From an optimization exercise on the open Yosys and OpenROAD flow, aimed at small area; shortcuts taken in it are not production practice. In this exercise RTL edits were held to simulation tests only and were not proved equivalent to the original. Power figures rest on the tool's default switching activity, not on a simulated workload.

==> flow/design.v <==
module slave_template (
	clk,
	reset,
	slave_address,
	slave_read,
	slave_write,
	slave_readdata,
	slave_writedata,
	slave_byteenable,
	slave_irq,
	user_dataout_0,
	user_dataout_1,
	user_dataout_2,
	user_dataout_3,
	user_dataout_4,
	user_dataout_5,
	user_dataout_6,
	user_dataout_7,
	user_dataout_8,
	user_dataout_9,
	user_dataout_10,
	user_dataout_11,
	user_dataout_12,
	user_dataout_13,
	user_dataout_14,
	user_dataout_15,
	user_datain_0,
	user_datain_1,
	user_datain_2,
	user_datain_3,
	user_datain_4,
	user_datain_5,
	user_datain_6,
	user_datain_7,
	user_datain_8,
	user_datain_9,
	user_datain_10,
	user_datain_11,
	user_datain_12,
	user_datain_13,
	user_datain_14,
	user_datain_15,
	user_chipselect,
	user_byteenable,
	user_write,
	user_read
);
	input clk;
	input reset;
	input [8:0] slave_address;
	input slave_read;
	input slave_write;
	output wire [31:0] slave_readdata;
	input [31:0] slave_writedata;
	input [3:0] slave_byteenable;
	output wire slave_irq;
	output wire [31:0] user_dataout_0;
	output wire [31:0] user_dataout_1;
	output wire [31:0] user_dataout_2;
	output wire [31:0] user_dataout_3;
	output wire [31:0] user_dataout_4;
	output wire [31:0] user_dataout_5;
	output wire [31:0] user_dataout_6;
	output wire [31:0] user_dataout_7;
	output wire [31:0] user_dataout_8;
	output wire [31:0] user_dataout_9;
	output wire [31:0] user_dataout_10;
	output wire [31:0] user_dataout_11;
	output wire [31:0] user_dataout_12;
	output wire [31:0] user_dataout_13;
	output wire [31:0] user_dataout_14;
	output wire [31:0] user_dataout_15;
	input [31:0] user_datain_0;
	input [31:0] user_datain_1;
	input [31:0] user_datain_2;
	input [31:0] user_datain_3;
	input [31:0] user_datain_4;
	input [31:0] user_datain_5;
	input [31:0] user_datain_6;
	input [31:0] user_datain_7;
	input [31:0] user_datain_8;
	input [31:0] user_datain_9;
	input [31:0] user_datain_10;
	input [31:0] user_datain_11;
	input [31:0] user_datain_12;
	input [31:0] user_datain_13;
	input [31:0] user_datain_14;
	input [31:0] user_datain_15;
	output wire [15:0] user_chipselect;
	output wire [3:0] user_byteenable;
	output wire user_write;
	output wire user_read;
	wire [3:0] word = slave_address[7:4];
	wire [1:0] rsel = slave_address[1:0];
	wire src_sel = (slave_address == 9'h100);
	wire dout_wr = slave_write & (rsel == 2'd1);
	wire mask_wr = slave_write & (rsel == 2'd2);
	wire clr_wr  = slave_write & (rsel == 2'd3);
	reg slave_write_d1;
	reg [3:0] word_d1;
	reg [3:0] byteenable_d1;
	always @(posedge clk or posedge reset)
		if (reset) slave_write_d1 <= 1'b0;
		else slave_write_d1 <= slave_write;
	always @(posedge clk) begin
		word_d1 <= word;
		byteenable_d1 <= slave_byteenable;
	end
	wire [15:0] dec_now = (slave_read | slave_write) ? (16'd1 << word) : 16'd0;
	wire [15:0] dec_d1 = 16'd1 << word_d1;
	assign user_chipselect = slave_write_d1 ? dec_d1 : dec_now;
	assign user_byteenable = slave_write_d1 ? byteenable_d1 : slave_byteenable;
	assign user_write = slave_write_d1;
	assign user_read = slave_read;
	wire [31:0] din [0:15];
	reg [511:0] dout;
	wire [31:0] mask [0:15];
	wire [31:0] ecap [0:15];
	wire [15:0] irq;
	assign din[0] = user_datain_0;
	assign user_dataout_0 = dout[31:0];
	assign din[1] = user_datain_1;
	assign user_dataout_1 = dout[63:32];
	assign din[2] = user_datain_2;
	assign user_dataout_2 = dout[95:64];
	assign din[3] = user_datain_3;
	assign user_dataout_3 = dout[127:96];
	assign din[4] = user_datain_4;
	assign user_dataout_4 = dout[159:128];
	assign din[5] = user_datain_5;
	assign user_dataout_5 = dout[191:160];
	assign din[6] = user_datain_6;
	assign user_dataout_6 = dout[223:192];
	assign din[7] = user_datain_7;
	assign user_dataout_7 = dout[255:224];
	assign din[8] = user_datain_8;
	assign user_dataout_8 = dout[287:256];
	assign din[9] = user_datain_9;
	assign user_dataout_9 = dout[319:288];
	assign din[10] = user_datain_10;
	assign user_dataout_10 = dout[351:320];
	assign din[11] = user_datain_11;
	assign user_dataout_11 = dout[383:352];
	assign din[12] = user_datain_12;
	assign user_dataout_12 = dout[415:384];
	assign din[13] = user_datain_13;
	assign user_dataout_13 = dout[447:416];
	assign din[14] = user_datain_14;
	assign user_dataout_14 = dout[479:448];
	assign din[15] = user_datain_15;
	assign user_dataout_15 = dout[511:480];
	genvar K, B;
	generate
		for (K = 0; K < 16; K = K + 1) begin : g_word
			for (B = 0; B < 4; B = B + 1) begin : g_lane
				always @(posedge clk or posedge reset)
					if (reset) dout[K*32+B*8+7:K*32+B*8] <= 8'd0;
					else if (dout_wr && word == K && slave_byteenable[B]) dout[K*32+B*8+7:K*32+B*8] <= slave_writedata[B*8+7:B*8];
			end
			interrupt_logic u_irq (
				.clk(clk), .reset(reset), .data_in(din[K]), .write_data(slave_writedata),
				.mask_wr(mask_wr && word == K), .clr_wr(clr_wr && word == K),
				.irq_mask(mask[K]), .edge_capture(ecap[K]), .irq_out(irq[K]));
		end
	endgenerate
	assign slave_irq = |irq;
	reg [4:0] src;
	integer j;
	always @(*) begin
		src = 5'd0;
		for (j = 15; j >= 0; j = j - 1)
			if (irq[j]) src = j + 1;
	end
	reg [31:0] rd_now;
	always @(*) begin
		if (src_sel) rd_now = {27'd0, src};
		else case (rsel)
			2'd0: rd_now = din[word];
			2'd1: rd_now = 32'd0;
			2'd2: rd_now = mask[word];
			default: rd_now = ecap[word];
		endcase
	end
	reg [31:0] rd_d1, rd_d2, rd_d3;
	always @(posedge clk) begin
		rd_d1 <= rd_now;
		rd_d2 <= rd_d1;
		rd_d3 <= rd_d2;
	end
	assign slave_readdata = rd_d3;
endmodule
module interrupt_logic (
	input clk,
	input reset,
	input [31:0] data_in,
	input [31:0] write_data,
	input mask_wr,
	input clr_wr,
	output reg [31:0] irq_mask,
	output reg [31:0] edge_capture,
	output wire irq_out
);
	reg [31:0] data_in_d1, data_in_d2, data_in_d3;
	always @(posedge clk or posedge reset)
		if (reset) begin
			data_in_d1 <= 32'd0;
			data_in_d2 <= 32'd0;
			data_in_d3 <= 32'd0;
		end else begin
			data_in_d1 <= data_in;
			data_in_d2 <= data_in_d1;
			data_in_d3 <= data_in_d2;
		end
	always @(posedge clk or posedge reset)
		if (reset) irq_mask <= 32'd0;
		else if (mask_wr) irq_mask <= write_data;
	always @(posedge clk or posedge reset)
		if (reset) edge_capture <= 32'd0;
		else edge_capture <= (edge_capture | (data_in_d2 & ~data_in_d3)) & ~({32{clr_wr}} & write_data);
	assign irq_out = |(edge_capture & irq_mask);
endmodule
export LEC_CHECK = 0
export CAP_MARGIN = 20
export CORE_MARGIN = 2
export CORE_UTILIZATION = 40
export SLEW_MARGIN = 20
create_clock -name core_clock -period 6.0 [get_ports {clk}]
standard.sh (not shown) runs the stock make flow with config.mk's settings and CLKGATE_MAP_FILE= SYNTH_SCRIPT=/design/flow/synth_recipe.tcl, a recipe that flattens the netlist after the stock synthesis.
==> flow/flow/run.sh <==
#!/bin/bash
# Standard ORFS layout, with small port buffers and no CTS dummy loads.
cp standard.sh standard.sh.txt 2>/dev/null
export BUFFER_PORTS_ARGS="-buffer_cell sky130_fd_sc_hd__buf_1"
export CTS_ARGS="-sink_clustering_enable -repair_clock_nets -dont_use_dummy_load"
bash standard.sh > standard.log 2>&1
==> next run, changes <==
==> flow/run.sh (new file) <==
#!/bin/bash
# synth_recipe.tcl (not shown) runs the flow's synth.tcl, then flattens the netlist and writes it again
# the make line also repeats each setting of config.mk as NAME=value (left out here)
make -C /OpenROAD-flow-scripts/flow DESIGN_CONFIG=/design/flow/config.mk WORK_HOME=/design/flow/orfs CLKGATE_MAP_FILE= SYNTH_SCRIPT=/design/flow/synth_recipe.tcl finish
removed: flow/flow/run.sh
removed: flow/standard.sh
What happened: The changed run reached the layout checks and failed them: setup timing. Sequential power stays flat. Total power rises by 11%. Cell count rises by about 1.8%. Routed wire length falls by 0.81%. Via count falls by about 0.8%. Register-to-register slack gains 0.47 ns. Non-clock buffer count rises by 23. Combinational power rises by about 16%.

Setup of pepper:
Another version of the RTL of slave_template (not shown whole).
Size in the first run: about 8,600 cells after synthesis, about 1,100 I/O pins, about 110,000 sq um of cells after synthesis.
Settings: LEC_CHECK=0, CAP_MARGIN=30, CORE_MARGIN=2, CORE_UTILIZATION=55, SETUP_SLACK_MARGIN=0.8, SLEW_MARGIN=30; clock period 6.0 ns.
==> flow/flow/run.sh <==
#!/bin/bash
# Layout flow: the standard synthesis, an area re-mapping of the logic between the
# registers, then the standard ORFS layout with:
#  - ports buffered with buf_1 instead of the default delay buffer,
#  - clock tree built from clkbuf_8 leaf clusters of up to 16 sinks, no dummy loads.
# Each tool's output goes to a log in this folder.
set -euo pipefail
export BUFFER_PORTS_ARGS="-buffer_cell sky130_fd_sc_hd__buf_1"
export CTS_ARGS="-sink_clustering_enable -repair_clock_nets -dont_use_dummy_load -buf_list sky130_fd_sc_hd__clkbuf_8 -sink_clustering_size 16 -sink_clustering_max_diameter 60"
YOSYS=$(command -v yosys || echo "$FLOW_HOME/../tools/install/yosys/bin/yosys")
R=orfs/results/$FLOW_PLATFORM/slave_template/base

bash standard.sh synth > synth.log 2>&1
cp $R/1_2_yosys.v standard_synth.v
REMAP_IN=standard_synth.v REMAP_OUT=remapped.v "$YOSYS" -c flow/remap.tcl > remap.log 2>&1
cp remapped.v $R/1_2_yosys.v
rm -f $R/1_synth.odb $R/1_synth.sdc
bash standard.sh > standard.log 2>&1
==> flow/flow/remap.abc <==
strash; dch; map -a; strash; dch; map -a; topo
==> flow/flow/remap.tcl <==
# Area-oriented re-mapping of the combinational logic of the standard synthesis netlist.
# Registers are kept as they are (same instances, names and cell types); only the logic
# between them is re-mapped with ABC's area mapper.
set lib $::env(FLOW_HOME)/platforms/sky130hd/lib/sky130_fd_sc_hd__tt_025C_1v80.lib
set in  $::env(REMAP_IN)
set out $::env(REMAP_OUT)
yosys read_liberty -ignore_miss_func $lib
yosys read_verilog $in
yosys hierarchy -top $::env(FLOW_TOP)
# every sequential cell the netlist uses stays a black box
set seq {}
foreach c [exec grep -oE {sky130_fd_sc_hd__(df|edf|sdf|dl)[a-z0-9_]*} $in] { if {[lsearch $seq $c] < 0} { lappend seq $c } }
puts "sequential cell types kept: $seq"
yosys blackbox {*}$seq
yosys flatten
yosys rename -hide w:_*_.*
yosys opt_clean -purge
yosys tee -o remap_pre.stat stat -liberty $lib
yosys abc -liberty $lib -dont_use sky130_fd_sc_hd__probe_p_8 -dont_use sky130_fd_sc_hd__probec_p_8 -dont_use sky130_fd_sc_hd__lpflow_* -script flow/remap.abc
yosys splitnets
yosys opt_clean -purge
yosys hilomap -singleton -hicell sky130_fd_sc_hd__conb_1 HI -locell sky130_fd_sc_hd__conb_1 LO
yosys insbuf -buf sky130_fd_sc_hd__buf_4 A X
yosys hierarchy -top $::env(FLOW_TOP)
yosys tee -o remap_post.stat stat -liberty $lib
yosys write_verilog -noattr -nohex -nodec $out
The final layout from pepper, which completed every stage, passed the timing, design-rule and antenna checks at the end of the flow.
Inputs modified between pepper and yarrow:
- swapping 55 for 60 in CORE_UTILIZATION
==> flow/flow/remap.abc <==
strash; dch; map -a; strash; dch; map -a; strash; dch; map -a; topo
--- outcome ---
yarrow completed every stage of the flow, and the final layout passed the timing, design-rule and antenna checks. The final reports for yarrow and pepper show final cell count lower in the former. Combinational power on yarrow is up relative to pepper. Going from pepper to yarrow, the effective utilization at floorplan was found to have gone up by 5.1 points. | number of nets in the layout | yarrow vs pepper | ≈ equal |. Via-per-instance ratio (yarrow vs. pepper) increases by a few percent. Number of multi-input combinational cells across yarrow and pepper: no real change. The post-place setup slack reported for yarrow is greater than that of pepper by 91 ps. CTS buffer count delta for yarrow relative to pepper: 2.1% lower.

## afterwards: timing with drivers on the ports
Ports are ideal in the flow. The routed layouts listed here were re-timed in OpenROAD. Step 1 assumes that a clkbuf_16 drives the clock port and a buf_2 every other input. Step 2, shift: input delay + t, output delay - t, t = (earliest + latest rising clock arrival at the registers) / 2. This alone moves slack from input paths to output paths. Slacks: ideal / step 1 / step 2; pairs: ideal / step 1.
run | t, ns | setup slack, ns | hold slack, ns | worst setup path at the end | clock arrival spread, ns
the first run of note 1 | 1.107 | 0.120 / -0.006 / 0.915 | 0.242 / 0.231 / 0.242 | input to register | 0.111 / 0.110
the second run of note 1 | 1.112 | -0.030 / -0.152 / 0.654 | 0.321 / 0.283 / 0.321 | input to register | 0.062 / 0.063
pepper | 1.195 | 0.559 / 0.452 / 0.168 | 0.193 / 0.138 / 0.295 | input to register | 0.110 / 0.109
yarrow | 1.200 | 0.518 / 0.416 / 0.216 | 0.157 / 0.115 / 0.288 | input to register | 0.132 / 0.131
The setup slack of pepper, which loses most, moves by -0.107 ns with the drivers and by -0.391 ns with both steps.
